Background: an optimization exercise with open tools, aiming at small area and a short achievable clock period. Do not read the settings as production practice.
RTL that was checked went through simulation tests only; none was proved equivalent to the original.
No functional check of the RTL was part of runs 1 to 4 and 8.
Power is estimated from default activity; no workload was simulated.

==> flow/design.v <==
module alu (input wire reset, sel, input wire [1:0] op, input wire [15:0] a, b, d,
	    output wire [15:0] w, output wire cout);
	wire inv, s_d, s_sum, s_lg, s_or;
	wire [15:0] ng, nt, p;            
	wire [7:0] g2, t2;                
	wire [3:0] ng4, nt4;              
	wire [1:0] g8, t8;                
	wire [15:0] c;                    
	aluctl ctl (.reset(reset), .sel(sel), .op(op), .inv(inv), .s_d(s_d), .s_sum(s_sum), .s_lg(s_lg), .s_or(s_or));
	genvar i;
	generate
		pgen0 pg0 (.a(a[0]), .b(b[0]), .inv(inv), .ng(ng[0]), .nt(nt[0]), .p(p[0]));
		for (i = 1; i < 16; i = i + 1) begin : bs
			pgen pg (.a(a[i]), .b(b[i]), .inv(inv), .ng(ng[i]), .nt(nt[i]), .p(p[i]));
		end
		for (i = 0; i < 8; i = i + 1) begin : l1
			gtn2p n (.ngh(ng[2*i+1]), .nth(nt[2*i+1]), .ngl(ng[2*i]), .ntl(nt[2*i]), .g(g2[i]), .t(t2[i]));
		end
		for (i = 0; i < 4; i = i + 1) begin : l2
			gtp2n n (.gh(g2[2*i+1]), .th(t2[2*i+1]), .gl(g2[2*i]), .tl(t2[2*i]), .ng(ng4[i]), .nt(nt4[i]));
		end
		for (i = 0; i < 2; i = i + 1) begin : l3
			gtn2p n (.ngh(ng4[2*i+1]), .nth(nt4[2*i+1]), .ngl(ng4[2*i]), .ntl(nt4[2*i]), .g(g8[i]), .t(t8[i]));
		end
	endgenerate
	gtp g16 (.g(g8[1]), .t(t8[1]), .c(g8[0]), .co(cout));
	assign c[0] = inv;
	ninv c1i (.a(ng[0]), .y(c[1]));
	assign c[2] = g2[0];
	gtn c3i (.ng(ng[2]), .nt(nt[2]), .c(c[2]), .co(c[3]));
	ninv c4i (.a(ng4[0]), .y(c[4]));
	gtn c5i (.ng(ng[4]), .nt(nt[4]), .c(c[4]), .co(c[5]));
	gtp c6i (.g(g2[2]), .t(t2[2]), .c(c[4]), .co(c[6]));
	gtn c7i (.ng(ng[6]), .nt(nt[6]), .c(c[6]), .co(c[7]));
	assign c[8] = g8[0];
	gtn c9i (.ng(ng[8]), .nt(nt[8]), .c(c[8]), .co(c[9]));
	gtp c10i (.g(g2[4]), .t(t2[4]), .c(c[8]), .co(c[10]));
	gtn c11i (.ng(ng[10]), .nt(nt[10]), .c(c[10]), .co(c[11]));
	gtn c12i (.ng(ng4[2]), .nt(nt4[2]), .c(c[8]), .co(c[12]));
	gtn c13i (.ng(ng[12]), .nt(nt[12]), .c(c[12]), .co(c[13]));
	gtp c14i (.g(g2[6]), .t(t2[6]), .c(c[12]), .co(c[14]));
	gtn c15i (.ng(ng[14]), .nt(nt[14]), .c(c[14]), .co(c[15]));
	generate
		for (i = 0; i < 16; i = i + 1) begin : ws
			wsel s (.s_d(s_d), .s_sum(s_sum), .s_lg(s_lg), .s_or(s_or), .d(d[i]), .p(p[i]), .ng(ng[i]), .c(c[i]), .w(w[i]));
		end
	endgenerate
endmodule
module aluctl (input wire reset, sel, input wire [1:0] op, output wire inv, s_d, s_sum, s_lg, s_or);
	assign inv = op[0] & ~op[1];
	assign s_d = ~sel & ~reset;
	assign s_sum = sel & ~op[1] & ~reset;
	assign s_lg = sel & op[1] & ~reset;
	assign s_or = sel & op[1] & op[0] & ~reset;
endmodule
module pgen (input wire a, b, inv, output wire ng, nt, p);
	wire bx;
	xor2m x (.a(b), .b(inv), .y(bx));
	gtbit gt (.a(a), .b(bx), .ng(ng), .nt(nt), .p(p));
endmodule
module xor2m (input wire a, b, output wire y);
	assign y = a ^ b;
endmodule
module gtbit (input wire a, b, output wire ng, nt, p);
	assign ng = ~(a & b);
	assign nt = ~(a | b);
	xor2m pp (.a(a), .b(b), .y(p));
endmodule
module pgen0 (input wire a, b, inv, output wire ng, nt, p);
	wire bx;
	xor2m x (.a(b), .b(inv), .y(bx));
	gtbit0 gt (.a(a), .b(bx), .ci(inv), .ng(ng), .nt(nt), .p(p));
endmodule
module gtbit0 (input wire a, b, ci, output wire ng, nt, p);
	wire ng0;
	assign ng0 = ~(a & b);
	assign nt = ~(a | b);
	xor2m pp (.a(a), .b(b), .y(p));
	gtn2p1 cg (.ng(ng0), .nt(nt), .nci(~ci), .ngo(ng));
endmodule
module gtn2p1 (input wire ng, nt, nci, output wire ngo);
	assign ngo = ng & (nt | nci);
endmodule
module gtn2p (input wire ngh, nth, ngl, ntl, output wire g, t);
	assign g = ~(ngh & (nth | ngl));
	assign t = ~(nth | ntl);
endmodule
module gtp2n (input wire gh, th, gl, tl, output wire ng, nt);
	assign ng = ~(gh | (th & gl));
	assign nt = ~(th & tl);
endmodule
module gtp (input wire g, t, c, output wire co);
	assign co = g | (t & c);
endmodule
module gtn (input wire ng, nt, c, output wire co);
	assign co = ~ng | (~nt & c);
endmodule
module ninv (input wire a, output wire y);
	assign y = ~a;
endmodule
module wsel (input wire s_d, s_sum, s_lg, s_or, d, p, ng, c, output wire w);
	assign w = (s_d & d) | (s_sum & (p ^ c)) | (s_lg & ~ng) | (s_or & p);
endmodule
module wrdec (input wire reset, wr, input wire [2:0] addr, output wire [7:0] ld, nld);
	genvar i;
	generate
		for (i = 0; i < 8; i = i + 1) begin : g
			assign ld[i] = (wr & (addr == i)) | reset;
			assign nld[i] = ~ld[i];
		end
	endgenerate
endmodule
module dec3 (input wire [2:0] addr, output wire [7:0] y);
	genvar i;
	generate
		for (i = 0; i < 8; i = i + 1) begin : g
			assign y[i] = (addr == i);
		end
	endgenerate
endmodule
module hold1 (input wire ld, nld, d, q, output wire y);
	assign y = (ld & d) | (nld & q);
endmodule
module rd8 (input wire [7:0] s, q, output wire o);
	assign o = |(s & q);
endmodule
module reg_alu (input wire clk, reset, sel, wr, input wire [1:0] op, input wire [2:0] rd_addr_a,
		rd_addr_b, wr_addr, input wire [15:0] d_in, output wire [15:0] d_out_a, d_out_b, output wire cout);
	wire [15:0] wdata;
	wire [7:0] ld, nld, ra, rb;
	wire [127:0] y;
	reg [15:0] r0, r1, r2, r3, r4, r5, r6, r7;
	wire [127:0] q = {r7, r6, r5, r4, r3, r2, r1, r0};
	wrdec wdec (.reset(reset), .wr(wr), .addr(wr_addr), .ld(ld), .nld(nld));
	dec3 adec (.addr(rd_addr_a), .y(ra));
	dec3 bdec (.addr(rd_addr_b), .y(rb));
	genvar i, j;
	generate
		for (i = 0; i < 8; i = i + 1) begin : row
			for (j = 0; j < 16; j = j + 1) begin : col
				hold1 h (.ld(ld[i]), .nld(nld[i]), .d(wdata[j]), .q(q[16*i+j]), .y(y[16*i+j]));
			end
		end
		for (j = 0; j < 16; j = j + 1) begin : rd
			rd8 ma (.s(ra), .q({q[112+j], q[96+j], q[80+j], q[64+j], q[48+j], q[32+j], q[16+j], q[j]}), .o(d_out_a[j]));
			rd8 mb (.s(rb), .q({q[112+j], q[96+j], q[80+j], q[64+j], q[48+j], q[32+j], q[16+j], q[j]}), .o(d_out_b[j]));
		end
	endgenerate
	always @(posedge clk) begin
		r0 <= y[15:0];
		r1 <= y[31:16];
		r2 <= y[47:32];
		r3 <= y[63:48];
		r4 <= y[79:64];
		r5 <= y[95:80];
		r6 <= y[111:96];
		r7 <= y[127:112];
	end
	alu calc (.reset(reset), .sel(sel), .op(op), .a(d_out_a), .b(d_out_b), .d(d_in), .w(wdata), .cout(cout));
endmodule
==> flow/flow/run.sh <==
#!/bin/bash
set -e
echo 'export BUFFER_PORTS_ARGS = -buffer_cell sky130_fd_sc_hd__buf_1' >> config.mk
bash standard.sh > standard.log 2>&1
==> flow/standard.sh <==
#!/bin/bash
# synth_recipe.tcl (not shown) runs the flow's synth.tcl, then flattens the netlist and writes it again
# the make line also repeats each setting of config.mk as NAME=value (left out here)
make -C /OpenROAD-flow-scripts/flow DESIGN_CONFIG=/design/flow/config.mk WORK_HOME=/design/flow/orfs CLKGATE_MAP_FILE= SYNTH_SCRIPT=/design/flow/synth_recipe.tcl "${@:-finish}"
==> flow/config.mk <==
export PLATFORM = sky130hd
export DESIGN_NAME = reg_alu
export DESIGN_NICKNAME = reg_alu
export VERILOG_FILES = /design/flow/design.v
export SDC_FILE = /design/flow/constraint.sdc
export NUM_CORES = 4
export LEC_CHECK = 0
export ABC_CLOCK_PERIOD_IN_PS = 5000
export CAP_MARGIN = 20
export CORE_MARGIN = 2
export CORE_UTILIZATION = 40
export CTS_BUF_LIST = sky130_fd_sc_hd__clkbuf_4
export CTS_CLUSTER_SIZE = 16
export SETUP_SLACK_MARGIN = 4
export SLEW_MARGIN = 20
export SYNTH_HIERARCHICAL = 1
export BUFFER_PORTS_ARGS = -buffer_cell sky130_fd_sc_hd__buf_1
==> flow/constraint.sdc <==
create_clock -name core_clock -period 12.0 [get_ports {clk}]
set_input_delay 2.4000 -clock core_clock [delete_from_list [all_inputs] [get_ports {clk}]]
set_output_delay 2.4000 -clock core_clock [all_outputs]
set_load 0.01 [all_outputs]
==> summary.txt, run 1 <==
Route
  – DRC: 0
  – Vias post-DR: 6478
  – Post-DRT Antenna Nets: 0
  – Final WL: 23830 um
  – Via/cell ratio: 6.741
  – Iteration-0 DRC count of the detailed router: 847
  – First-pass iteration count of the detailed router: 6
  – Wire length per cell: 24.80 um

Final layout
  – Post-Route Utilization: 46.57%
  – P&R area growth vs syn: 14.65%
  – Antenna cells: 0
  – Fillcell total: 1550
  – Final net count: 763
  – Share of cells above drive strength 1: 12.21%

Timing
  – Setup violations, final: 0
  – Final worst slack: 4.459 ns
  – Slew Viols, Final: 0
  – Max Freq: 132.6 MHz
  – Hold Worst Slack: 0.5155 ns
  – Period utilization: 62.84%
  – RSZ-0062 raised after global routing: false
  – Slew @ Worst Pin: 1.136 ns
  – Slew HR: 24.28%
  – Clk_skew: 0.02448 ns
  – Final-report hold violation count: 0
  – Crit path time final: 7.541 ns
  – Post-route setup TNS: 0 ns

Worst hold path
  – Min-Delay Path Class: register to register
  – Hold-critical path depth: 1
  – Hold Crit Endpoint: r2[6]$_DFF_P_
  – Hold Startpoint: r2[6]$_DFF_P_

GRT
  – Initial antenna violation count: 0
  – Total gr overflow: 0
  – Vias in the first global route: 6176
  – Gr usage total: 27.79%
  – First-pass GRT wire length: 35620 um
  – Largest net degree at the start of global routing: 20

Clock network
  – Clock tree from TritonCTS: built
  – Post_cts resized: 0
  – CTS buffer count: 17
  – CTS Root Cell: clkbuf_4
  – CTS Sinks: 128
  – # hold bufs at CTS: 0
  – Setup Buffers After CTS: 0
  – Clock latency (worst-skew pair): 0.54 ns
  – Clock-pin slew of the registers on the worst-case setup and hold paths: 0.10 ns
  – Clk buf depth: 2
  – H-tree Lvls: 4

Setup path
  – R2r worst-path depth: 16
  – CP endpoint kind: output pin
  – Worst r2r src: r0[0]$_DFF_P_
  – Cell chain of the critical path: buf_1, and3b_2, a22oi_1, nand4_1, xor2_1, nor2_1, o21a_1, o21ai_2, a21oi_2, o21ai_2, a21o_1, buf_1
  – Crit Path Max Fanout: 16
  – CP max stage delay: 0.55 ns
  – Critical path type: input port to output pin
  – CP startpoint kind: input port
  – Critical-path top delay cell: and3b_2
  – Reg-to-reg slack, setup: 8.51 ns
  – Crit-path leading delay family: compound AO/OA/AOI/OAI gates
  – CP required: 9.60 ns
  – Data arrival, critical path: 5.14 ns
  – Reg-to-Reg End: r7[15]$_DFF_P_
  – Worst path bufs/invs: 2

Synthesis
  – Syn_nets: 669
  – YS warnings: 7
  – Synth Instances: 638
  – Mapped Area: 6406 um2
  – Synthesized area per cell: 10.04 um2

Floorplan
  – FP Rows: 46
  – I/O pin total: 64
  – Core area: 15770 um2
  – Initial Util: 40.62%
  – Die Y: 130.6 um
  – Die area: 17040 um2
  – Die Wd: 130.6 um

Flow run
  – Max-Cap Viols: 0

Placed design
  – Routability cong.: 0.9047
  – Port buffer count: 63
  – Setup WS pre-CTS: 4.523 ns
  – Detailed placement HPWL: 14620 um

Power
  – PD cells: 168.1 nW/um2
  – Worst vdd ir: 0.00008127 V
  – Leak: 2.990 nW

Run status
  – Status: no timing/DRC/antenna violations
==> final cells by class <==
cell class	count	area [um2]	area share, %
sequential	128	2562	34.89
inverter	28	105.1	1.431
multi-input combinational	478	3762	51.23
tap	216	270.3	3.680
clock buffer	19	142.6	1.942
clock inverter	13	145.1	1.976
timing repair buffer	79	356.6	4.855
==> metal layers <==
layer  global-route usage [%]  up-vias  wire [um]
met1                    37.86     3147      10020
met4                    12.02        0        735
met2                    42.68      442      10590
met5                        0        -          0
met3                    5.863       60       2486
li1                         -     2829          -
==> cell usage in the layout, fill, tap and decap left out, types with 7 or more instances in the layout <==
master,instances
buf_1,63
dfxtp_1,128
nor3b_2,7
a22o_1,144
and3b_2,7
o21ai_2,18
nor2_1,26
nand4_1,32
nand2_1,19
inv_1,28
xor2_1,48
a21oi_2,7
a22oi_1,128
buf_4,16
clkbuf_4,19
a21o_1,7
a221o_1,16
==> how the worst max path moves through the flow <==
stage	startpoint	end	depth (start not counted)
3_3_place_gp	rd_addr_b[1]	cout	12
3_5_place_dp	rd_addr_b[0]	cout	12
5_1_grt	rd_addr_b[1]	cout	12
6_report	rd_addr_b[0]	cout	12
2_1_floorplan	rd_addr_b[2]	cout	10
4_1_cts	rd_addr_b[0]	cout	12
==> metrics by stage <==
stage	cells	power, W	area (um2)
global placement	929	0.0009165	7057
global route	961	0.001293	7345
floorplan	638	0.0008156	6406
CTS	961	0.001228	7345
finish	961	0.001234	7345
detailed placement	929	0.0009271	7057
==> worst reg2reg max path, stage by stage, from the launching register on <==
cell and delay, ns:
dfxtp_1 0.36, a22oi_1 0.18, nand4_1 0.16, xor2_1 0.27, nor2_1 0.08, o21a_1 0.22
o21ai_2 0.24, a21oi_2 0.11, o21ai_2 0.36, inv_1 0.10, o21ai_2 0.19, a21o_1 0.16
inv_1 0.05, o21ai_2 0.12, xor2_1 0.08, a221o_1 0.44, a22o_1 0.25
==> state kept, by name, summed over array words and instances (netlist names) <==
| signal | flops |
|---|---|
| r0 | 16 |
| r1 | 16 |
| r2 | 16 |
| r3 | 16 |
| r4 | 16 |
| r5 | 16 |
| r6 | 16 |
| r7 | 16 |
==> report_power, final <==
part	total (W)	internal [W]	switching, W
registers	0.000564	0.000500	0.0000640
logic	0.000366	0.000143	0.000223
clock network	0.000304	0.000146	0.000159
==> run 2, diff against run 1 <==
--- a/flow/design.v
+++ b/flow/design.v
@@ -128,11 +128,13 @@
 		rd_addr_b, wr_addr, input wire [15:0] d_in, output wire [15:0] d_out_a, d_out_b, output wire cout);
 	wire [15:0] wdata;
-	wire [7:0] ld, nld, ra, rb;
+	wire [7:0] ld, nld, ra0, ra1, rb0, rb1;
 	wire [127:0] y;
 	reg [15:0] r0, r1, r2, r3, r4, r5, r6, r7;
 	wire [127:0] q = {r7, r6, r5, r4, r3, r2, r1, r0};
 	wrdec wdec (.reset(reset), .wr(wr), .addr(wr_addr), .ld(ld), .nld(nld));
-	dec3 adec (.addr(rd_addr_a), .y(ra));
-	dec3 bdec (.addr(rd_addr_b), .y(rb));
+	dec3 adec0 (.addr(rd_addr_a), .y(ra0));
+	dec3 adec1 (.addr(rd_addr_a), .y(ra1));
+	dec3 bdec0 (.addr(rd_addr_b), .y(rb0));
+	dec3 bdec1 (.addr(rd_addr_b), .y(rb1));
 	genvar i, j;
 	generate
@@ -143,6 +145,6 @@
 		end
 		for (j = 0; j < 16; j = j + 1) begin : rd
-			rd8 ma (.s(ra), .q({q[112+j], q[96+j], q[80+j], q[64+j], q[48+j], q[32+j], q[16+j], q[j]}), .o(d_out_a[j]));
-			rd8 mb (.s(rb), .q({q[112+j], q[96+j], q[80+j], q[64+j], q[48+j], q[32+j], q[16+j], q[j]}), .o(d_out_b[j]));
+			rd8 ma (.s(j < 8 ? ra0 : ra1), .q({q[112+j], q[96+j], q[80+j], q[64+j], q[48+j], q[32+j], q[16+j], q[j]}), .o(d_out_a[j]));
+			rd8 mb (.s(j < 8 ? rb0 : rb1), .q({q[112+j], q[96+j], q[80+j], q[64+j], q[48+j], q[32+j], q[16+j], q[j]}), .o(d_out_b[j]));
 		end
 	endgenerate
--- a/flow/config.mk
+++ b/flow/config.mk
@@ -10,6 +10,5 @@
 export CORE_MARGIN = 2
 export CORE_UTILIZATION = 40
-export CTS_BUF_LIST = sky130_fd_sc_hd__clkbuf_4
-export CTS_CLUSTER_SIZE = 16
+export CTS_BUF_LIST = sky130_fd_sc_hd__clkbuf_8
 export SETUP_SLACK_MARGIN = 4
 export SLEW_MARGIN = 20
==> run 2 against run 1 <==
Hold slack worse by 0.011 ns. Register-to-register slack about the same. Cell area up 3.8%. Sequential share of layout area down 1.3 points. Fmax down 1.6%. Synthesized cell count up 2.5%. Combinational power up 4%. Clock power up 31%.
==> summary.txt, run 2 <==
GRT
  – Total gr overflow: 0
  – Largest net degree at the start of global routing: 20
  – Gr usage total: 28.22%
  – Initial antenna violation count: 0
  – First-pass GRT wire length: 37560 um
  – Vias in the first global route: 6306

Setup path
  – Cell chain of the critical path: buf_1, nor3_2, a22oi_1, nand4_1, xor2_1, nor2_1, o21a_1, o21ai_2, a21oi_2, o21ai_2, a21o_1, buf_1
  – R2r worst-path depth: 16
  – CP required: 9.60 ns
  – CP endpoint kind: output pin
  – Critical Path Stages: 12
  – CP max stage delay: 0.72 ns
  – Data arrival, critical path: 5.26 ns
  – Critical-path top delay cell: nor3_2
  – Crit Path Max Fanout: 16
  – Critical path type: input port to output pin
  – Crit-path leading delay family: compound AO/OA/AOI/OAI gates
  – CP startpoint kind: input port
  – Worst path bufs/invs: 2

Timing
  – Max Freq: 130.5 MHz
  – Final worst slack: 4.339 ns
  – Crit path time final: 7.661 ns
  – Slew HR: 22.73%
  – Slew Viols, Final: 0
  – Slew @ Worst Pin: 1.154 ns
  – Clk_skew: 0.01572 ns
  – Post-route setup TNS: 0 ns
  – Final-report hold violation count: 0
  – RSZ-0062 raised after global routing: false
  – Setup violations, final: 0
  – Period utilization: 63.84%

Floorplan
  – Initial Util: 41.00%
  – FP Rows: 46
  – Die Y: 131.8 um
  – Core area: 15940 um2
  – Die area: 17380 um2
  – I/O pin total: 64
  – Die Wd: 131.8 um

Placed design
  – Detailed placement HPWL: 16260 um
  – Placed insts: 950
  – Setup WS pre-CTS: 4.237 ns
  – Port buffer count: 63
  – Routability cong.: 0.9233

Power
  – Total power: 0.001342 W
  – Worst vdd ir: 0.00007427 V
  – Leak: 3.127 nW
  – PD cells: 176.0 nW/um2

Final layout
  – Share of cells above drive strength 1: 13.04%
  – P&R area growth vs syn: 16.62%
  – Commonest non-fill, non-tap cells in the layout: 144 x a22o_1, 128 x a22oi_1, 128 x dfxtp_1
  – Antenna cells: 0
  – Post-Route Utilization: 47.81%
  – Post-Layout Cell Count: 983
  – Final net count: 785
  – Commonest non-fill, non-tap cell in the layout: a22o_1

Route
  – Wire length per cell: 25.26 um
  – Vias post-DR: 6676
  – Final WL: 24830 um
  – Post-DRT Antenna Nets: 0
  – First-pass iteration count of the detailed router: 6
  – Iteration-0 DRC count of the detailed router: 965
  – DRC: 0
  – Via/cell ratio: 6.791

Flow run
  – Max-Cap Viols: 0

Worst hold path
  – Hold-critical path depth: 1
  – Min-Delay Path Class: register to register

Clock network
  – # hold bufs at CTS: 0
  – CTS Root Cell: clkbuf_8
  – Clock tree from TritonCTS: built
  – Clock-pin slew of the registers on the worst-case setup and hold paths: 0.07 ns
  – CTS Sinks: 128
  – Setup Buffers After CTS: 0
  – Clock latency (worst-skew pair): 0.46 ns
  – Post_cts resized: 0
  – CTS buffer count: 17
  – H-tree Lvls: 4
  – Clk buf depth: 2

Synthesis
  – YS warnings: 7
  – Syn_nets: 685
  – Synth Instances: 654
  – Mapped Area: 6536 um2
  – Synthesized area per cell: 9.994 um2

Run status
  – Status: no timing/DRC/antenna violations
run 2: power by group:
part	total [W]	switching (W)	internal, W	leakage, nW
combinational	0.000381	0.000235	0.000146	1.86
clock	0.000397	0.000172	0.000225	0.212
sequential	0.000564	0.0000633	0.000500	1.06
run 2: area by class of cell:
cell class	instances	area, um2
clock inverter	11	137.6
fill	1530	8320
sequential	128	2562
timing repair buffer	85	399.1
multi-input combinational	494	3859
tap	216	270.3
clock buffer	21	289.0
inverter	28	105.1
run 2: per-layer routing:
layer,GRT usage [%],vias to the layer above,routed length [um]
met5,0,-,0
met3,9.881,74,3132
met4,9.843,0,743
met1,38.98,3239,10570
met2,40.75,448,10390
li1,-,2915,-
run 2: stage by stage:
step | hold slack, ns | cell area, um2
2_1_floorplan | 0.4630 | 6536
3_5_place_dp | 0.4823 | 7178
4_1_cts | 0.5034 | 7605
3_3_place_gp | 0.4763 | 7173
5_1_grt | 0.5202 | 7622
6_report | 0.5041 | 7622
run 2: worst reg2reg max path: stages (launching register included):
cell and delay (ns):
dfxtp_1 0.32, a22oi_1 0.21, nand4_1 0.19, xor2_1 0.28, nor2_1 0.09, o21a_1 0.22
o21ai_2 0.22, a21oi_2 0.09, o21ai_2 0.31, inv_1 0.11, o21ai_2 0.19, a21o_1 0.19
inv_1 0.06, o21ai_2 0.13, xor2_1 0.08, a221o_1 0.44, a22o_1 0.27
run 2: worst paths after layout:
check	to	from	slack (ns)
worst max-delay path	cout	rd_addr_b[1]	4.34
worst min-delay path	r7[11]$_DFF_P_	r7[11]$_DFF_P_	0.50
worst max register to register	r6[15]$_DFF_P_	r5[0]$_DFF_P_	8.51
worst min register to register	r7[11]$_DFF_P_	r7[11]$_DFF_P_	0.50
==> run 3, diff against run 2 <==
--- a/flow/config.mk
+++ b/flow/config.mk
@@ -11,5 +11,5 @@
 export CORE_UTILIZATION = 40
 export CTS_BUF_LIST = sky130_fd_sc_hd__clkbuf_8
-export SETUP_SLACK_MARGIN = 4
+export SETUP_SLACK_MARGIN = 4.5
 export SLEW_MARGIN = 20
 export SYNTH_HIERARCHICAL = 1
==> run 3 against run 2 <==
Core utilization is 0.26 points higher. Fmax increased by 5.0%. Global-route usage barely moved. Non-clock buffer count is the same. Via count down 0.18%. Combinational power about the same. First-iteration DRC count shrank 7.2%. Cell area increased by 0.54%. Wire length increased by 0.18%. Area after synthesis unchanged. Synthesized cell count is the same. Largest cell class unchanged. Highest routed layer unchanged.
==> summary.txt, run 3 <==
Route
  – Vias post-DR: 6664
  – Wire length per cell: 25.30 um
  – Final WL: 24870 um
  – First-pass iteration count of the detailed router: 8
  – DRC: 0
  – Post-DRT Antenna Nets: 0
  – Iteration-0 DRC count of the detailed router: 896
  – Via/cell ratio: 6.779

Placed design
  – Detailed placement HPWL: 16260 um
  – Port buffer count: 63
  – Setup WS pre-CTS: 4.237 ns
  – Routability cong.: 0.9233

Setup path
  – Cell chain of the critical path: buf_2, and3b_2, a22oi_1, nand4_1, xor2_2, nor2_1, o21a_1, o21ai_2, a21oi_2, o21ai_2, a21o_1, buf_1
  – Crit Path Max Fanout: 16
  – Worst r2r src: r5[0]$_DFF_P_
  – Crit-path leading delay family: compound AO/OA/AOI/OAI gates
  – Worst path bufs/invs: 2
  – CP endpoint kind: output pin
  – CP required: 9.60 ns
  – Data arrival, critical path: 4.89 ns
  – R2r worst-path depth: 16
  – CP max stage delay: 0.33 ns
  – Most numerous cell on the critical path: o21ai_2
  – Critical-path top delay cell: and3b_2
  – Critical path type: input port to output pin
  – Reg-to-Reg End: r5[15]$_DFF_P_
  – Reg-to-reg slack, setup: 8.55 ns
  – CP startpoint kind: input port

Timing
  – Crit path time final: 7.294 ns
  – Final worst slack: 4.706 ns
  – Clk_skew: 0.01247 ns
  – Period utilization: 60.78%
  – Post-route setup TNS: 0 ns
  – Max Freq: 137.1 MHz
  – Final-report hold violation count: 0
  – RSZ-0062 raised after global routing: false
  – Slew @ Worst Pin: 1.135 ns
  – Slew Viols, Final: 0
  – Slew HR: 24.02%
  – Setup violations, final: 0

Final layout
  – P&R area growth vs syn: 17.25%
  – Antenna cells: 0
  – Commonest non-fill, non-tap cells in the layout: 144 x a22o_1, 128 x a22oi_1, 128 x dfxtp_1
  – Commonest non-fill, non-tap cell in the layout: a22o_1
  – Fillcell total: 1520
  – Share of cells above drive strength 1: 14.08%
  – Post-Route Utilization: 48.07%
  – Final net count: 785

Run status
  – Status: no timing/DRC/antenna violations

Clock network
  – H-tree Lvls: 4
  – CTS Root Cell: clkbuf_8
  – Clock tree from TritonCTS: built
  – CTS Sinks: 128
  – # hold bufs at CTS: 0
  – Clock latency (worst-skew pair): 0.46 ns
  – Clock-pin slew of the registers on the worst-case setup and hold paths: 0.07 ns
  – Clk buf depth: 2
  – CTS buffer count: 17

Floorplan
  – FP Rows: 46
  – Die Y: 131.8 um
  – Die area: 17380 um2
  – Core area: 15940 um2
  – Initial Util: 41.00%
  – I/O pin total: 64
  – Die Wd: 131.8 um

Synthesis
  – Mapped Area: 6536 um2
  – YS warnings: 7
  – Synth Instances: 654
  – Syn_nets: 685
  – Synthesized area per cell: 9.994 um2

GRT
  – Initial antenna violation count: 0
  – Largest net degree at the start of global routing: 20
  – Gr usage total: 28.25%
  – Vias in the first global route: 6327
  – Total gr overflow: 0
  – First-pass GRT wire length: 37600 um

Worst hold path
  – Hold Startpoint: r7[11]$_DFF_P_
  – Hold Crit Endpoint: r7[11]$_DFF_P_
  – Min-Delay Path Class: register to register
  – Hold-critical path depth: 1

Flow run
  – Max-Cap Viols: 0

Power
  – PD cells: 175.3 nW/um2
  – Leak: 3.154 nW
  – Worst vdd ir: 0.00007404 V
run 3: changes by cell type in the layout (fill, tap and decap cells not counted):
cell      before  now
buf_4         21   22
nor3b_4        0    1
nor3_4         0    2
nor3_2         2    1
buf_1         63   57
nor3b_2        2    1
nor3_1         2    1
clkbuf_2       0    5
xor2_2         0    1
xor2_1        48   47
run 3: timing repair:
item,CTS,global route
pin swaps,0,1
hold endpoints to repair,0,0
setup buffers,0,1
setup endpoints to repair,1,1
gates resized for setup,4,8
run 3: report_power, final:
group | total (W) | switching [W] | internal [W] | leakage, nW
Sequential | 0.000564 | 0.0000638 | 0.000500 | 1.06
Clock | 0.000397 | 0.000171 | 0.000225 | 0.212
Combinational | 0.000383 | 0.000236 | 0.000147 | 1.88
run 3: cell type report:
| type | instances | area [um2] | share of cell area [%] |
|---|---|---|---|
| timing repair buffer | 85 | 409.1 | 5.339 |
| inverter | 28 | 105.1 | 1.371 |
| clock buffer | 21 | 289.0 | 3.771 |
| tap | 216 | 270.3 | 3.527 |
| sequential | 128 | 2562 | 33.44 |
| clock inverter | 11 | 137.6 | 1.796 |
| multi-input combinational | 494 | 3890 | 50.76 |
run 3: worst max-delay path by stage:
stage | start | end | depth (start not counted)
2_1_floorplan | op[0] | cout | 8
3_3_place_gp | rd_addr_b[2] | cout | 12
3_5_place_dp | rd_addr_a[2] | cout | 11
4_1_cts | rd_addr_b[0] | cout | 12
5_1_grt | rd_addr_b[1] | cout | 12
6_report | rd_addr_b[1] | cout | 12
run 3: metrics by stage:
stage | power, W | hold slack (ns) | area, um2 | cells
2_1_floorplan | 0.0008172 | 0.4630 | 6536 | 654
3_3_place_gp | 0.0009222 | 0.4763 | 7173 | 950
3_5_place_dp | 0.0009386 | 0.4823 | 7178 | 950
4_1_cts | 0.001330 | 0.5034 | 7622 | 982
5_1_grt | 0.001401 | 0.5202 | 7664 | 983
6_report | 0.001344 | 0.5033 | 7664 | 983
run 3: routing by layer:
layer	global-route usage [%]	vias to the layer above	wire length [um]	part of all wire, %
met5	0	-	0	0
met4	9.964	0	672	2.7
met3	9.996	61	3149	13
met2	40.72	459	10310	41
met1	38.96	3231	10740	43
li1	-	2913	-	-
==> run 4, diff against run 3 <==
--- a/flow/config.mk
+++ b/flow/config.mk
@@ -11,5 +11,5 @@
 export CORE_UTILIZATION = 40
 export CTS_BUF_LIST = sky130_fd_sc_hd__clkbuf_8
-export SETUP_SLACK_MARGIN = 4.5
+export SETUP_SLACK_MARGIN = 5
 export SLEW_MARGIN = 20
 export SYNTH_HIERARCHICAL = 1
==> run 4 against run 3 <==
Still clean on timing, DRC and antenna. Cell area grew 8.5%. Area after synthesis is the same. Clock skew shrank 0.00077 ns. Register-to-register slack gained 0.03 ns. Die area is the same. Setup slack gained 0.28 ns. Non-clock buffer count grew 39. Via count grew 3.8%. Sequential cell count is the same. First-iteration DRC count grew 10%. Wire length grew 3.1%. Combinational power grew 13%. Largest cell class unchanged. Largest power group unchanged.
==> summary.txt, run 4 <==
Run status
  – Status: no timing/DRC/antenna violations

Floorplan
  – Initial Util: 41.00%
  – Die Wd: 131.8 um
  – FP Rows: 46
  – Die area: 17380 um2
  – Core area: 15940 um2
  – I/O pin total: 64
  – Die Y: 131.8 um

Clock network
  – Clock-pin slew of the registers on the worst-case setup and hold paths: 0.07 ns
  – Clk buf depth: 2
  – # hold bufs at CTS: 0
  – Clock latency (worst-skew pair): 0.44 ns
  – H-tree Lvls: 4
  – CTS buffer count: 17
  – Clock tree from TritonCTS: built
  – CTS Sinks: 128
  – CTS Root Cell: clkbuf_8

Synthesis
  – Syn_nets: 685
  – Synthesized area per cell: 9.994 um2
  – Mapped Area: 6536 um2
  – YS warnings: 7
  – Synth Instances: 654

Route
  – Post-DRT Antenna Nets: 0
  – DRC: 0
  – Final WL: 25650 um
  – Via/cell ratio: 6.762
  – First-pass iteration count of the detailed router: 7
  – Wire length per cell: 25.08 um
  – Iteration-0 DRC count of the detailed router: 989
  – Vias post-DR: 6918

Timing
  – Slew @ Worst Pin: 1.174 ns
  – Post-route setup TNS: 0 ns
  – Clk_skew: 0.01170 ns
  – Slew Viols, Final: 0
  – Final-report hold violation count: 0
  – Period utilization: 58.47%
  – RSZ-0062 raised after global routing: true
  – Crit path time final: 7.017 ns
  – Max Freq: 142.5 MHz
  – Setup violations, final: 0
  – Slew HR: 21.40%

Setup path
  – Reg-to-reg slack, setup: 8.58 ns
  – CP required: 9.60 ns
  – Crit Path Max Fanout: 7
  – CP endpoint kind: output pin
  – Critical path type: input port to output pin
  – Data arrival, critical path: 4.62 ns
  – CP startpoint kind: input port

Placed design
  – Port buffer count: 63
  – Detailed placement HPWL: 16430 um
  – Routability cong.: 0.9134
  – Placed insts: 945
  – Placed cell area: 7141 um2

Power
  – Worst vdd ir: 0.00008029 V
  – PD cells: 167.9 nW/um2
  – Leak: 3.453 nW

GRT
  – Vias in the first global route: 6409
  – Largest net degree at the start of global routing: 20
  – Gr usage total: 28.16%
  – Total gr overflow: 0
  – First-pass GRT wire length: 37740 um
  – Initial antenna violation count: 0

Final layout
  – Commonest non-fill, non-tap cell in the layout: a22o_1
  – Share of cells above drive strength 1: 22.21%
  – Fillcell total: 1466
  – Post-Layout Cell Count: 1023
  – Final net count: 824
  – Final std cell area, no fill: 8314 um2
  – Commonest non-fill, non-tap cells in the layout: 144 x a22o_1, 128 x dfxtp_1, 122 x a22oi_1
  – P&R area growth vs syn: 27.20%

Worst hold path
  – Min-Delay Path Class: register to register

Flow run
  – Max-Cap Viols: 0
-- run 4: repair_timing --
item,CTS,global route
cloned,0,2
gates resized for setup,35,51
setup endpoints to repair,3,2
pin swaps,8,26
setup buffers,24,19
-- run 4: worst paths after layout --
check                  from              to  depth (start not counted)
max reg2reg   r2[0]$_DFF_P_  r5[15]$_DFF_P_                         17
max            rd_addr_b[0]            cout                         13
min reg2reg  r7[15]$_DFF_P_  r7[15]$_DFF_P_                          1
min          r7[15]$_DFF_P_  r7[15]$_DFF_P_                          1
-- run 4: power breakdown --
group | leakage (nW) | switching (W) | internal [W] | total (W)
Clock | 0.218 | 0.000169 | 0.000228 | 0.000397
Sequential | 1.06 | 0.0000676 | 0.000500 | 0.000568
Combinational | 2.18 | 0.000252 | 0.000180 | 0.000432
Total | 3.45 | 0.000488 | 0.000908 | 0.00140
-- run 4: stage by stage --
stage	worst slack [ns]	utilization, %	hold slack, ns	total power [W]
final	4.983	52.15	0.5048	0.001396
after global routing	4.941	52.13	0.5142	0.001454
after CTS	4.993	49.66	0.5013	0.001352
after detailed placement	3.942	44.79	0.4799	0.0009383
after global placement	4.123	44.76	0.4761	0.0009239
after floorplan	5.118	-	0.4630	0.0008173
-- run 4: critical path: stages --
cell      delay [ns]
buf_12          0.11
buf_8           0.12
and3b_2         0.26
buf_4           0.16
a22oi_2         0.19
nand4_1         0.27
xor2_2          0.32
nor2_2          0.08
nor2_2          0.17
nand2_2         0.08
o21ai_4         0.18
a21o_1          0.14
clkbuf_2        0.12
-- run 4: final cells by class --
class / instances / area (um2) / share of cell area (%)
diodes: 1 / 2.502 / 0.03010
well taps: 216 / 270.3 / 3.251
clock buffers: 18 / 247.7 / 2.980
repair buffers: 124 / 853.3 / 10.26
flip-flops and latches: 128 / 2562 / 30.82
multi-input cells: 494 / 4099 / 49.30
inverters: 28 / 105.1 / 1.264
clock inverters: 14 / 173.9 / 2.092
-- run 4: metal layers --
| layer | GRT usage [%] | vias up | part of all wire [%] |
|---|---|---|---|
| li1 | - | 2969 | - |
| met1 | 39.83 | 3409 | 43 |
| met2 | 40.72 | 475 | 43 |
| met3 | 7.190 | 65 | 11 |
| met4 | 11.53 | 0 | 3.0 |
| met5 | 0 | - | 0 |
==> run 5, diff against run 4 <==
--- a/flow/design.v
+++ b/flow/design.v
@@ -1,5 +1,5 @@
 module alu (input wire reset, sel, input wire [1:0] op, input wire [15:0] a, b, d,
 	    output wire [15:0] w, output wire cout);
-	wire inv, s_d, s_sum, s_lg, s_or;
+	wire inv, s_d, s_sum, nslg, s_or;
 	wire [15:0] ng, nt, p;            
 	wire [7:0] g2, t2;                
@@ -7,5 +7,5 @@
 	wire [1:0] g8, t8;                
 	wire [15:0] c;                    
-	aluctl ctl (.reset(reset), .sel(sel), .op(op), .inv(inv), .s_d(s_d), .s_sum(s_sum), .s_lg(s_lg), .s_or(s_or));
+	aluctl ctl (.reset(reset), .sel(sel), .op(op), .inv(inv), .s_d(s_d), .s_sum(s_sum), .nslg(nslg), .s_or(s_or));
 	genvar i;
 	generate
@@ -24,5 +24,7 @@
 		end
 	endgenerate
-	gtp g16 (.g(g8[1]), .t(t8[1]), .c(g8[0]), .co(cout));
+	wire g8c;
+	gn2p l3c (.ngh(ng4[1]), .nth(nt4[1]), .ngl(ng4[0]), .g(g8c));
+	gtp g16 (.g(g8[1]), .t(t8[1]), .c(g8c), .co(cout));
 	assign c[0] = inv;
 	ninv c1i (.a(ng[0]), .y(c[1]));
@@ -43,13 +45,13 @@
 	generate
 		for (i = 0; i < 16; i = i + 1) begin : ws
-			wsel s (.s_d(s_d), .s_sum(s_sum), .s_lg(s_lg), .s_or(s_or), .d(d[i]), .p(p[i]), .ng(ng[i]), .c(c[i]), .w(w[i]));
+			wsel s (.s_d(s_d), .s_sum(s_sum), .nslg(nslg), .s_or(s_or), .d(d[i]), .p(p[i]), .ng(ng[i]), .c(c[i]), .w(w[i]));
 		end
 	endgenerate
 endmodule
-module aluctl (input wire reset, sel, input wire [1:0] op, output wire inv, s_d, s_sum, s_lg, s_or);
+module aluctl (input wire reset, sel, input wire [1:0] op, output wire inv, s_d, s_sum, nslg, s_or);
 	assign inv = op[0] & ~op[1];
 	assign s_d = ~sel & ~reset;
 	assign s_sum = sel & ~op[1] & ~reset;
-	assign s_lg = sel & op[1] & ~reset;
+	assign nslg = ~(sel & op[1] & ~reset);
 	assign s_or = sel & op[1] & op[0] & ~reset;
 endmodule
@@ -86,4 +88,7 @@
 	assign t = ~(nth | ntl);
 endmodule
+module gn2p (input wire ngh, nth, ngl, output wire g);
+	assign g = ~(ngh & (nth | ngl));
+endmodule
 module gtp2n (input wire gh, th, gl, tl, output wire ng, nt);
 	assign ng = ~(gh | (th & gl));
@@ -99,6 +104,6 @@
 	assign y = ~a;
 endmodule
-module wsel (input wire s_d, s_sum, s_lg, s_or, d, p, ng, c, output wire w);
-	assign w = (s_d & d) | (s_sum & (p ^ c)) | (s_lg & ~ng) | (s_or & p);
+module wsel (input wire s_d, s_sum, nslg, s_or, d, p, ng, c, output wire w);
+	assign w = (s_d & d) | (s_sum & (p ^ c)) | (~nslg & ~ng) | (s_or & p);
 endmodule
 module wrdec (input wire reset, wr, input wire [2:0] addr, output wire [7:0] ld, nld);
--- a/flow/config.mk
+++ b/flow/config.mk
@@ -11,5 +11,7 @@
 export CORE_UTILIZATION = 40
 export CTS_BUF_LIST = sky130_fd_sc_hd__clkbuf_8
-export SETUP_SLACK_MARGIN = 5
+export CTS_CLUSTER_DIAMETER = 80
+export CTS_CLUSTER_SIZE = 30
+export SETUP_SLACK_MARGIN = 4.5
 export SLEW_MARGIN = 20
 export SYNTH_HIERARCHICAL = 1
==> run 5 against run 4 <==
Still clean. Clock-buffer cell count is 1 higher. Sequential cell count stayed put. Clock power is 4% lower. Non-clock buffer count is 44 lower. Critical endpoint unchanged. Largest power group unchanged. Highest routed layer unchanged.
==> summary.txt, run 5 <==
Run status
  – Status: no timing/DRC/antenna violations

Setup path
  – CP max stage delay: 0.55 ns
  – Crit-path leading delay family: compound AO/OA/AOI/OAI gates
  – Data arrival, critical path: 4.95 ns
  – CP endpoint kind: output pin
  – Critical path type: input port to output pin
  – Critical-path top delay cell: buf_1
  – Crit Path Max Fanout: 16
  – Cell chain of the critical path: buf_1, nor3b_4, a22oi_1, nand4_1, nor2_1, o21a_1, o21ai_2, a21oi_2, o21ai_1, a21o_1, buf_1
  – CP required: 9.60 ns
  – Worst path bufs/invs: 2
  – Most numerous cell on the critical path: buf_1
  – CP startpoint kind: input port

Power
  – PD cells: 175.0 nW/um2
  – Total power: 0.001327 W
  – Worst vdd ir: 0.00007926 V
  – Leak: 2.946 nW

Timing
  – Period utilization: 61.26%
  – Setup violations, final: 0
  – Final-report hold violation count: 0
  – Max Freq: 136.0 MHz
  – Crit path time final: 7.352 ns
  – Post-route setup TNS: 0 ns
  – Slew @ Worst Pin: 1.030 ns
  – Slew HR: 31.34%
  – Clk_skew: 0.01017 ns
  – Slew Viols, Final: 0
  – RSZ-0062 raised after global routing: false

Final layout
  – Fillcell total: 1555
  – Final net count: 765
  – Share of cells above drive strength 1: 13.65%
  – Final std cell area, no fill: 7584 um2
  – Commonest non-fill, non-tap cells in the layout: 128 x a22oi_1, 128 x a22o_1, 128 x dfxtp_1
  – Antenna cells: 0
  – P&R area growth vs syn: 17.05%

Clock network
  – Clock-pin slew of the registers on the worst-case setup and hold paths: 0.07 ns
  – CTS Root Cell: clkbuf_8
  – H-tree Lvls: 4
  – CTS buffer count: 17
  – Clk buf depth: 2
  – CTS Sinks: 128
  – Setup Buffers After CTS: 0
  – Clock latency (worst-skew pair): 0.44 ns
  – Clock tree from TritonCTS: built

GRT
  – First-pass GRT wire length: 35990 um
  – Largest net degree at the start of global routing: 20
  – Vias in the first global route: 6091
  – Initial antenna violation count: 0
  – Total gr overflow: 0
  – Gr usage total: 26.71%

Route
  – DRC: 0
  – First-pass iteration count of the detailed router: 8
  – Vias post-DR: 6477
  – Final WL: 23610 um
  – Wire length per cell: 24.51 um
  – Post-DRT Antenna Nets: 0
  – Via/cell ratio: 6.726
  – Iteration-0 DRC count of the detailed router: 913

Placed design
  – Detailed placement HPWL: 16150 um
  – Placed cell area: 7107 um2
  – Port buffer count: 63
  – Routability cong.: 0.9837

Floorplan
  – Core area: 15890 um2
  – FP Rows: 46
  – I/O pin total: 64
  – Die Wd: 131.3 um
  – Die area: 17230 um2
  – Die Y: 131.3 um
  – Initial Util: 40.78%

Synthesis
  – YS warnings: 7
  – Synth Instances: 639
  – Synthesized area per cell: 10.14 um2
  – Mapped Area: 6479 um2
  – Syn_nets: 670

Worst hold path
  – Min-Delay Path Class: register to register

Flow run
  – Max-Cap Viols: 0
==> run 5: power breakdown <==
part,total (W),internal (W),switching [W]
registers,0.000566,0.000501,0.0000646
logic,0.000378,0.000145,0.000233
clock network,0.000383,0.000213,0.000170
==> run 5: cell type report <==
cell class              count  area (um2)  area share, %
multi-input cells         495        3930          51.82
flip-flops and latches    128        2562          33.79
repair buffers             80       367.9          4.851
well taps                 216       270.3          3.564
clock buffers              19       261.5          3.448
clock inverters            13       146.4          1.930
inverters                  12       45.04         0.5940
==> run 5: path summary, 6_finish.rpt <==
| path | startpoint | to | slack (ns) | cells past startpoint |
|---|---|---|---|---|
| worst max-delay path | rd_addr_a[1] | cout | 4.65 | 11 |
| worst min-delay path | r7[9]$_DFF_P_ | r7[9]$_DFF_P_ | 0.51 | 1 |
| worst max register to register | r0[0]$_DFF_P_ | r1[15]$_DFF_P_ | 8.52 | 16 |
| worst min register to register | r7[9]$_DFF_P_ | r7[9]$_DFF_P_ | 0.51 | 1 |
==> run 5: what timing repair did <==
action / in CTS / in global routing
gates cloned: 0 / 0
hold buffers: 0 / 0
setup endpoints to repair: 1 / 1
endpoints found under the hold margin: 0 / 0
resized for setup: 7 / 6
==> run 5: through the flow <==
stage | setup WS [ns] | cells | hold WS (ns) | utilization [%]
2_1_floorplan | 4.984 | 639 | 0.4630 | -
3_3_place_gp | 4.316 | 931 | 0.4757 | 44.68
3_5_place_dp | 4.192 | 931 | 0.4807 | 44.74
4_1_cts | 4.505 | 963 | 0.5000 | 47.54
5_1_grt | 4.502 | 963 | 0.5198 | 47.74
6_report | 4.648 | 963 | 0.5060 | 47.74
==> run 5: metal layers <==
layer  wire [um]  up-vias  track usage, %  share of wire (%)
met5           0        -               0                  0
met4         544        0           9.601                2.3
met3        2312       47           5.903                9.8
met2       10230      378           39.30                 43
met1       10520     3189           38.30                 45
li1            -     2863               -                  -
==> run 6, diff against run 5 <==
--- a/flow/config.mk
+++ b/flow/config.mk
@@ -11,6 +11,4 @@
 export CORE_UTILIZATION = 40
 export CTS_BUF_LIST = sky130_fd_sc_hd__clkbuf_8
-export CTS_CLUSTER_DIAMETER = 80
-export CTS_CLUSTER_SIZE = 30
 export SETUP_SLACK_MARGIN = 4.5
 export SLEW_MARGIN = 20
==> run 6 against run 5 <==
Clock-buffer cell count unchanged. Setup slack unchanged. First-iteration DRC count unchanged. Hold slack unchanged. Critical endpoint unchanged.
==> summary.txt, run 6 <==
Timing
  – Max Freq: 136.0 MHz
  – Clk_skew: 0.01017 ns
  – RSZ-0062 raised after global routing: false
  – Final-report hold violation count: 0
  – Period utilization: 61.26%
  – Slew @ Worst Pin: 1.030 ns
  – Slew Viols, Final: 0
  – Post-route setup TNS: 0 ns
  – Slew HR: 31.34%
  – Crit path time final: 7.352 ns
  – Setup violations, final: 0
  – Final worst slack: 4.648 ns
  – Hold Worst Slack: 0.5060 ns

Final layout
  – Commonest non-fill, non-tap cells in the layout: 128 x a22oi_1, 128 x a22o_1, 128 x dfxtp_1
  – Final net count: 765
  – Fillcell total: 1555
  – Share of cells above drive strength 1: 13.65%
  – Antenna cells: 0
  – P&R area growth vs syn: 17.05%

Setup path
  – Most numerous cell on the critical path: buf_1
  – Critical path type: input port to output pin
  – CP startpoint kind: input port
  – CP required: 9.60 ns
  – Worst r2r src: r0[0]$_DFF_P_
  – CP endpoint kind: output pin
  – Cell chain of the critical path: buf_1, nor3b_4, a22oi_1, nand4_1, nor2_1, o21a_1, o21ai_2, a21oi_2, o21ai_1, a21o_1, buf_1
  – Crit Path Max Fanout: 16
  – Data arrival, critical path: 4.95 ns
  – Reg-to-Reg End: r1[15]$_DFF_P_
  – CP max stage delay: 0.55 ns
  – Critical-path top delay cell: buf_1
  – R2r worst-path depth: 16
  – Reg-to-reg slack, setup: 8.52 ns

Synthesis
  – YS warnings: 7
  – Mapped Area: 6479 um2
  – Syn_nets: 670
  – Synth Instances: 639
  – Synthesized area per cell: 10.14 um2

GRT
  – Total gr overflow: 0
  – Gr usage total: 26.71%
  – First-pass GRT wire length: 35990 um
  – Vias in the first global route: 6091
  – Largest net degree at the start of global routing: 20
  – Initial antenna violation count: 0

Route
  – Via/cell ratio: 6.726
  – Wire length per cell: 24.51 um
  – DRC: 0
  – Final WL: 23610 um
  – Iteration-0 DRC count of the detailed router: 913
  – First-pass iteration count of the detailed router: 8
  – Post-DRT Antenna Nets: 0
  – Vias post-DR: 6477

Placed design
  – Detailed placement HPWL: 16150 um
  – Routability cong.: 0.9837
  – Port buffer count: 63
  – Setup WS pre-CTS: 4.192 ns

Clock network
  – CTS buffer count: 17
  – CTS Root Cell: clkbuf_8
  – Clock latency (worst-skew pair): 0.44 ns
  – Clock tree from TritonCTS: built
  – H-tree Lvls: 4
  – Clock-pin slew of the registers on the worst-case setup and hold paths: 0.07 ns
  – CTS Sinks: 128
  – Clk buf depth: 2

Worst hold path
  – Hold Startpoint: r7[9]$_DFF_P_
  – Hold Crit Endpoint: r7[9]$_DFF_P_
  – Min-Delay Path Class: register to register
  – Hold-critical path depth: 1

Power
  – Worst vdd ir: 0.00007926 V
  – PD cells: 175.0 nW/um2
  – Leak: 2.946 nW
  – Total power: 0.001327 W

Floorplan
  – Die Wd: 131.3 um
  – Die area: 17230 um2
  – FP Rows: 46
  – Initial Util: 40.78%
  – Die Y: 131.3 um
  – I/O pin total: 64
  – Core area: 15890 um2

Run status
  – Status: no timing/DRC/antenna violations

Flow run
  – Max-Cap Viols: 0
run 6: cell type report:
class                           instances  area [um2]  area share, %
Inverter                               12       45.04         0.5940
Tap cell                              216       270.3          3.564
Sequential cell                       128        2562          33.79
Clock inverter                         13       146.4          1.930
Multi-Input combinational cell        495        3930          51.82
Timing Repair Buffer                   80       367.9          4.851
Clock buffer                           19       261.5          3.448
run 6: how the worst max path moves through the flow:
stage                     slack, ns          from    to  cells after the start
after floorplan                4.98         op[0]  cout                      8
after global placement         4.32  rd_addr_b[2]  cout                     12
after detailed placement       4.19  rd_addr_b[2]  cout                     12
after CTS                      4.51  rd_addr_b[1]  cout                     12
after global routing           4.50  rd_addr_a[2]  cout                     10
final                          4.65  rd_addr_a[1]  cout                     11
run 6: power by group:
part           internal (W)  leakage, nW  switching, W
Sequential         0.000501         1.06     0.0000646
Clock              0.000213        0.219      0.000170
Combinational      0.000145         1.67      0.000233
run 6: metal layers:
layer	global-route usage, %	vias up	wire length (um)
met5	0	-	0
met4	9.601	0	544
met3	5.903	47	2312
met2	39.30	378	10230
met1	38.30	3189	10520
li1	-	2863	-
run 6: worst max-delay path, delay by kind of cell:
family | cells | cell delay [ns]
AO/OA/AOI/OAI | 6 | 1.08
buffers and inverters | 2 | 0.69
AND/OR/NAND/NOR | 3 | 0.77
run 6: stage by stage:
| step | instances | cell area (um2) | util [%] |
|---|---|---|---|
| final | 963 | 7584 | 47.74 |
| after global routing | 963 | 7584 | 47.74 |
| after CTS | 963 | 7552 | 47.54 |
| after detailed placement | 931 | 7107 | 44.74 |
| after global placement | 931 | 7097 | 44.68 |
| after floorplan | 639 | 6479 | - |
run 6: what timing repair did:
item | CTS | global route
buffers inserted | 0 | 0
setup endpoints to repair | 1 | 1
hold endpoints to repair | 0 | 0
hold buffers | 0 | 0
resized for setup | 7 | 6
==> run 7, diff against run 6 <==
--- a/flow/config.mk
+++ b/flow/config.mk
@@ -9,6 +9,7 @@
 export CAP_MARGIN = 20
 export CORE_MARGIN = 2
-export CORE_UTILIZATION = 40
+export CORE_UTILIZATION = 65
 export CTS_BUF_LIST = sky130_fd_sc_hd__clkbuf_8
+export PLACE_DENSITY = 0.75
 export SETUP_SLACK_MARGIN = 4.5
 export SLEW_MARGIN = 20
==> run 7 against run 6 <==
Still clean on timing, DRC and antenna. Die area fell by 37%. Critical path depth is 1 higher. Sequential share of layout area increased by 0.57 points. Global-route usage is 15 points higher. Clock skew decreased by 0.0034 ns. Combinational power about the same. Area after synthesis unchanged. Critical path type unchanged. Critical endpoint unchanged.
==> summary.txt, run 7 <==
Setup path
  – CP endpoint kind: output pin
  – R2r worst-path depth: 16
  – Crit Path Max Fanout: 16
  – Cell chain of the critical path: buf_2, nor3b_4, a22oi_1, nand4_1, xor2_1, nor2_1, o21a_1, o21ai_2, a21oi_2, o21ai_1, a21o_1, buf_1
  – CP required: 9.60 ns
  – Data arrival, critical path: 4.96 ns
  – Reg-to-Reg End: r2[15]$_DFF_P_
  – CP max stage delay: 0.54 ns
  – Critical path type: input port to output pin
  – Reg-to-reg slack, setup: 8.41 ns
  – Worst r2r src: r3[0]$_DFF_P_
  – Critical-path top delay cell: nor3b_4
  – CP startpoint kind: input port

Final layout
  – Antenna cells: 0
  – Post-Route Utilization: 76.65%
  – Commonest non-fill, non-tap cells in the layout: 128 x a22oi_1, 128 x a22o_1, 128 x dfxtp_1
  – Final net count: 762
  – P&R area growth vs syn: 15.10%
  – Fillcell total: 725
  – Share of cells above drive strength 1: 14.13%
  – Final std cell area, no fill: 7457 um2

Run status
  – Status: no timing/DRC/antenna violations

Power
  – Leak: 2.927 nW
  – Worst vdd ir: 0.00008441 V
  – Net Switching: 0.0004740 W
  – Clock power share: 28.2%
  – Net Sw Frac: 35.97%
  – Total power: 0.001318 W
  – Seq pwr share: 43.0%
  – Internal power: 0.0008439 W
  – Gate power share: 28.8%
  – PD cells: 176.7 nW/um2

Floorplan
  – Core area: 9729 um2
  – Die Wd: 103.8 um
  – FP Rows: 36
  – Die Y: 103.8 um
  – Initial Util: 66.59%
  – I/O pin total: 64
  – Die area: 10780 um2

Timing
  – Max Freq: 135.9 MHz
  – Period utilization: 61.30%
  – RSZ-0062 raised after global routing: false
  – Final-report hold violation count: 0
  – Final worst slack: 4.644 ns
  – Slew @ Worst Pin: 1.130 ns
  – Post-route setup TNS: 0 ns
  – Setup violations, final: 0
  – Clk_skew: 0.006760 ns
  – Slew HR: 24.35%
  – Crit path time final: 7.356 ns
  – Slew Viols, Final: 0

Route
  – Post-DRT Antenna Nets: 0
  – First-pass iteration count of the detailed router: 7
  – Via/cell ratio: 7.760
  – DRC: 0
  – Iteration-0 DRC count of the detailed router: 1185
  – Vias post-DR: 6798
  – Wire length per cell: 26.30 um
  – Final WL: 23040 um

Synthesis
  – Mapped Area: 6479 um2
  – Synthesized area per cell: 10.14 um2
  – YS warnings: 7
  – Syn_nets: 670
  – Synth Instances: 639

Clock network
  – H-tree Lvls: 4
  – Clk buf depth: 2
  – CTS buffer count: 17
  – CTS Root Cell: clkbuf_8
  – Setup Buffers After CTS: 0
  – CTS Sinks: 128
  – Clock tree from TritonCTS: built
  – Clock latency (worst-skew pair): 0.45 ns
  – # hold bufs at CTS: 0
  – Clock-pin slew of the registers on the worst-case setup and hold paths: 0.07 ns

Worst hold path
  – Hold Crit Endpoint: r3[14]$_DFF_P_
  – Hold Startpoint: r3[14]$_DFF_P_
  – Min-Delay Path Class: register to register
  – Hold-critical path depth: 1

GRT
  – Total gr overflow: 0
  – Largest net degree at the start of global routing: 20
  – Gr usage total: 41.25%
  – Initial antenna violation count: 0
  – Vias in the first global route: 6176
  – First-pass GRT wire length: 34330 um

Placed design
  – Port buffer count: 63
  – Placed cell area: 6968 um2
  – Setup WS pre-CTS: 4.075 ns
  – Routability cong.: 0.9770
  – Detailed placement HPWL: 15010 um

Flow run
  – Max-Cap Viols: 0
run 7: power by group through the flow:
stage / registers (W) / logic (W) / clock network [W]
after detailed placement: 0.000569 / 0.000361 / 0
after CTS: 0.000562 / 0.000364 / 0.000369
final: 0.000567 / 0.000379 / 0.000372
after global placement: 0.000565 / 0.000346 / 0
after global routing: 0.000573 / 0.000402 / 0.000386
after floorplan: 0.000553 / 0.000265 / 0
run 7: layout make-up:
type / count / area [um2] / share of cell area, %
repair buffers: 77 / 349.1 / 4.681
flip-flops and latches: 128 / 2562 / 34.36
well taps: 133 / 166.4 / 2.232
inverters: 12 / 45.04 / 0.6040
clock buffers: 20 / 275.3 / 3.691
clock inverters: 11 / 115.1 / 1.544
multi-input cells: 495 / 3944 / 52.89
run 7: per-layer routing:
layer	routed length, um	track usage, %	vias up
met5	0	0.4762	-
met4	889	16.22	0
li1	-	-	2860
met3	3875	17.18	107
met2	9474	56.77	616
met1	8797	57.07	3215
run 7: how the worst max path moves through the flow:
stage | start | end | depth (start not counted)
6_report | rd_addr_b[0] | cout | 12
5_1_grt | rd_addr_b[2] | cout | 12
4_1_cts | rd_addr_b[2] | cout | 12
3_5_place_dp | rd_addr_b[0] | cout | 12
3_3_place_gp | rd_addr_b[0] | cout | 12
2_1_floorplan | op[0] | cout | 8
run 7: critical path, delay by kind of cell:
| kind | cells | cell delay (ns) |
|---|---|---|
| simple gates | 3 | 0.85 |
| buf+inv | 2 | 0.40 |
| xor+xnor | 1 | 0.28 |
| compound gates | 6 | 1.01 |
run 7: metrics by stage:
step,std cells,hold slack (ns)
after floorplan,639,0.4630
after detailed placement,845,0.4825
after global placement,845,0.4751
final,876,0.5027
after global routing,876,0.5194
after CTS,876,0.5038
run 7: what timing repair did:
action	in CTS	in global routing
gates resized for setup	11	13
setup endpoints to repair	1	1
gates cloned	0	0
==> run 8, diff against run 7 <==
--- a/flow/design.v
+++ b/flow/design.v
@@ -128,5 +128,11 @@
 endmodule
 module rd8 (input wire [7:0] s, q, output wire o);
-	assign o = |(s & q);
+	wire y0, y1;
+	aoi222 u0 (.a0(s[0]), .b0(q[0]), .a1(s[1]), .b1(q[1]), .a2(s[2]), .b2(q[2]), .y(y0));
+	aoi222 u1 (.a0(s[3]), .b0(q[3]), .a1(s[4]), .b1(q[4]), .a2(s[5]), .b2(q[5]), .y(y1));
+	assign o = ~(y0 & y1 & ~((s[6] & q[6]) | (s[7] & q[7])));
+endmodule
+module aoi222 (input wire a0, b0, a1, b1, a2, b2, output wire y);
+	assign y = ~((a0 & b0) | (a1 & b1) | (a2 & b2));
 endmodule
 module reg_alu (input wire clk, reset, sel, wr, input wire [1:0] op, input wire [2:0] rd_addr_a,
--- a/flow/config.mk
+++ b/flow/config.mk
@@ -9,7 +9,6 @@
 export CAP_MARGIN = 20
 export CORE_MARGIN = 2
-export CORE_UTILIZATION = 65
+export CORE_UTILIZATION = 40
 export CTS_BUF_LIST = sky130_fd_sc_hd__clkbuf_8
-export PLACE_DENSITY = 0.75
 export SETUP_SLACK_MARGIN = 4.5
 export SLEW_MARGIN = 20
==> run 8 against run 7 <==
Still clean. Die area rose by 57%. Clock power increased by 5%. Clock skew grew 0.0036 ns. Largest cell class unchanged.
==> summary.txt, run 8 <==
Run status
  – Status: no timing/DRC/antenna violations

Final layout
  – Fillcell total: 1486
  – P&R area growth vs syn: 16.98%
  – Share of cells above drive strength 1: 15.11%
  – Post-Layout Cell Count: 924
  – Antenna cells: 0
  – Final net count: 726
  – Commonest non-fill, non-tap cells in the layout: 128 x a22o_1, 128 x dfxtp_1, 64 x a222oi_1

Clock network
  – CTS buffer count: 17
  – H-tree Lvls: 4
  – CTS Root Cell: clkbuf_8
  – CTS Sinks: 128
  – Clock latency (worst-skew pair): 0.44 ns
  – Setup Buffers After CTS: 0
  – Clk buf depth: 2
  – # hold bufs at CTS: 0
  – Clock-pin slew of the registers on the worst-case setup and hold paths: 0.07 ns
  – Clock tree from TritonCTS: built

Setup path
  – CP endpoint: cout
  – Worst r2r src: r3[0]$_DFF_P_
  – CP startpoint kind: input port
  – Crit path from: rd_addr_b[1]
  – Reg-to-reg slack, setup: 8.24 ns
  – CP endpoint kind: output pin
  – Data arrival, critical path: 4.96 ns
  – R2r worst-path depth: 16
  – CP required: 9.60 ns
  – Critical path type: input port to output pin
  – Crit Path Max Fanout: 16
  – Reg-to-Reg End: r2[15]$_DFF_P_

Timing
  – Clk_skew: 0.01032 ns
  – RSZ-0062 raised after global routing: false
  – Crit path time final: 7.358 ns
  – Period utilization: 61.32%
  – Final-report hold violation count: 0
  – Max Freq: 135.9 MHz
  – Post-route setup TNS: 0 ns
  – Slew @ Worst Pin: 0.9513 ns
  – Slew Viols, Final: 0
  – Setup violations, final: 0
  – Slew HR: 36.09%

Route
  – DRC: 0
  – Via/cell ratio: 6.760
  – First-pass iteration count of the detailed router: 7
  – Wire length per cell: 23.09 um
  – Vias post-DR: 6246
  – Iteration-0 DRC count of the detailed router: 1092
  – Post-DRT Antenna Nets: 0
  – Final WL: 21330 um

Power
  – Gate power share: 27.9%
  – Net Sw Frac: 35.29%
  – Clock power share: 29.3%
  – PD cells: 178.2 nW/um2
  – Internal power: 0.0008577 W
  – Seq pwr share: 42.7%
  – Worst vdd ir: 0.00006909 V
  – Leak: 2.942 nW
  – Net Switching: 0.0004677 W

GRT
  – Gr usage total: 25.18%
  – Vias in the first global route: 5824
  – Largest net degree at the start of global routing: 20
  – Total gr overflow: 0
  – First-pass GRT wire length: 33330 um
  – Initial antenna violation count: 0

Floorplan
  – I/O pin total: 64
  – FP Rows: 46
  – Die area: 16920 um2
  – Die Y: 130.1 um
  – Core area: 15710 um2
  – Initial Util: 40.47%
  – Die Wd: 130.1 um

Placed design
  – Port buffer count: 63
  – Detailed placement HPWL: 15280 um
  – Routability cong.: 0.9200
  – Placed insts: 892

Synthesis
  – Syn_nets: 638
  – Synthesized area per cell: 10.48 um2
  – Synth Instances: 607
  – Mapped Area: 6359 um2
  – YS warnings: 7

Worst hold path
  – Min-Delay Path Class: register to register

Flow run
  – Max-Cap Viols: 0
## run 8: worst min path at each step
stage                       start            end  slack (ns)  cells after the start
floorplan           r0[0]$_DFF_P_  r0[0]$_DFF_P_        0.46                      1
global placement    r4[1]$_DFF_P_  r4[1]$_DFF_P_        0.48                      1
detailed placement  r6[1]$_DFF_P_  r6[1]$_DFF_P_        0.48                      1
CTS                 r6[1]$_DFF_P_  r6[1]$_DFF_P_        0.50                      1
global route        r7[0]$_DFF_P_  r7[0]$_DFF_P_        0.51                      1
finish              r5[0]$_DFF_P_  r5[0]$_DFF_P_        0.50                      1
## run 8: metal layers
| layer | GRT usage (%) | wire, um | vias to the layer above |
|---|---|---|---|
| li1 | - | - | 2784 |
| met2 | 36.06 | 9173 | 376 |
| met4 | 6.578 | 173 | 0 |
| met1 | 38.03 | 9766 | 3064 |
| met3 | 5.576 | 2221 | 22 |
| met5 | 0 | 0 | - |
## run 8: through the flow
stage                     hold WS (ns)  utilization [%]  setup WS [ns]  cell area, um2   power, W
after floorplan                 0.4599                -          4.984            6359  0.0008177
after global placement          0.4751            44.00          4.276            6913  0.0009188
after detailed placement        0.4814            44.01          4.139            6915  0.0009288
after CTS                       0.5027            47.13          4.524            7405   0.001316
after global routing            0.5147            47.34          4.528            7438   0.001389
final                           0.5020            47.34          4.642            7438   0.001325
## run 8: worst max-delay path, cell delays in order
cell	delay, ns
buf_4	0.18
and3b_2	0.29
a222oi_1	0.50
nand3_1	0.25
xor2_2	0.28
nor2_1	0.07
o21a_1	0.21
o21ai_2	0.20
a21oi_2	0.13
o21ai_2	0.18
a21o_1	0.13
clkbuf_2	0.12
## run 8: area by class of cell
| class | instances | area, um2 | area share, % |
|---|---|---|---|
| Sequential cell | 128 | 2562 | 34.45 |
| Tap cell | 216 | 270.3 | 3.633 |
| Timing Repair Buffer | 73 | 331.6 | 4.458 |
| Multi-Input combinational cell | 463 | 3815 | 51.29 |
| Clock inverter | 14 | 166.4 | 2.237 |
| Clock buffer | 18 | 247.7 | 3.331 |
| Inverter | 12 | 45.04 | 0.6056 |
## run 8: what timing repair did
| action | 4_1_cts | 5_1_grt |
|---|---|---|
| resized for setup | 18 | 12 |
| setup endpoints to repair | 1 | 1 |
| pin swaps | 0 | 5 |
## run 8: power by group through the flow
stage	sequential, W	combinational, W	clock [W]
floorplan	0.000552	0.000266	0
global placement	0.000570	0.000349	0
detailed placement	0.000570	0.000359	0
CTS	0.000563	0.000363	0.000391
global route	0.000574	0.000404	0.000412
finish	0.000567	0.000370	0.000389

==> separate check: timing with driven ports <==
Ports are ideal in the flow. The routed layouts listed here were re-timed in OpenROAD. Step 1, drivers: a clkbuf_16 drives clk and a buf_2 each remaining input, both assumed. Step 2 moves the port delays by t, midway between the first and last clock arrival at a register: inputs arrive t later, outputs are due t later. That takes back most of the time a late clock gives input paths. Three values: ideal, step 1, step 2; two values: the first two.
run | t, ns | setup WS [ns] | slew at the worst register clock pin (ns)
run 1 | 0.564 | 4.459 / 4.421 / 4.421 | 0.12 / 0.12
run 2 | 0.491 | 4.339 / 4.301 / 4.301 | 0.08 / 0.08
run 3 | 0.488 | 4.706 / 4.670 / 4.670 | 0.08 / 0.08
run 4 | 0.467 | 4.983 / 4.892 / 4.892 | 0.08 / 0.08
run 5 | 0.468 | 4.648 / 4.601 / 4.601 | 0.08 / 0.08
run 6 | 0.468 | 4.648 / 4.601 / 4.601 | 0.08 / 0.08
run 7 | 0.484 | 4.644 / 4.621 / 4.621 | 0.08 / 0.08
run 8 | 0.466 | 4.642 / 4.601 / 4.601 | 0.08 / 0.08
After both steps setup and hold are still met in every run listed. For run 4, which loses most, drivers alone change the setup slack by -0.091 ns; drivers and shift together by -0.091 ns.
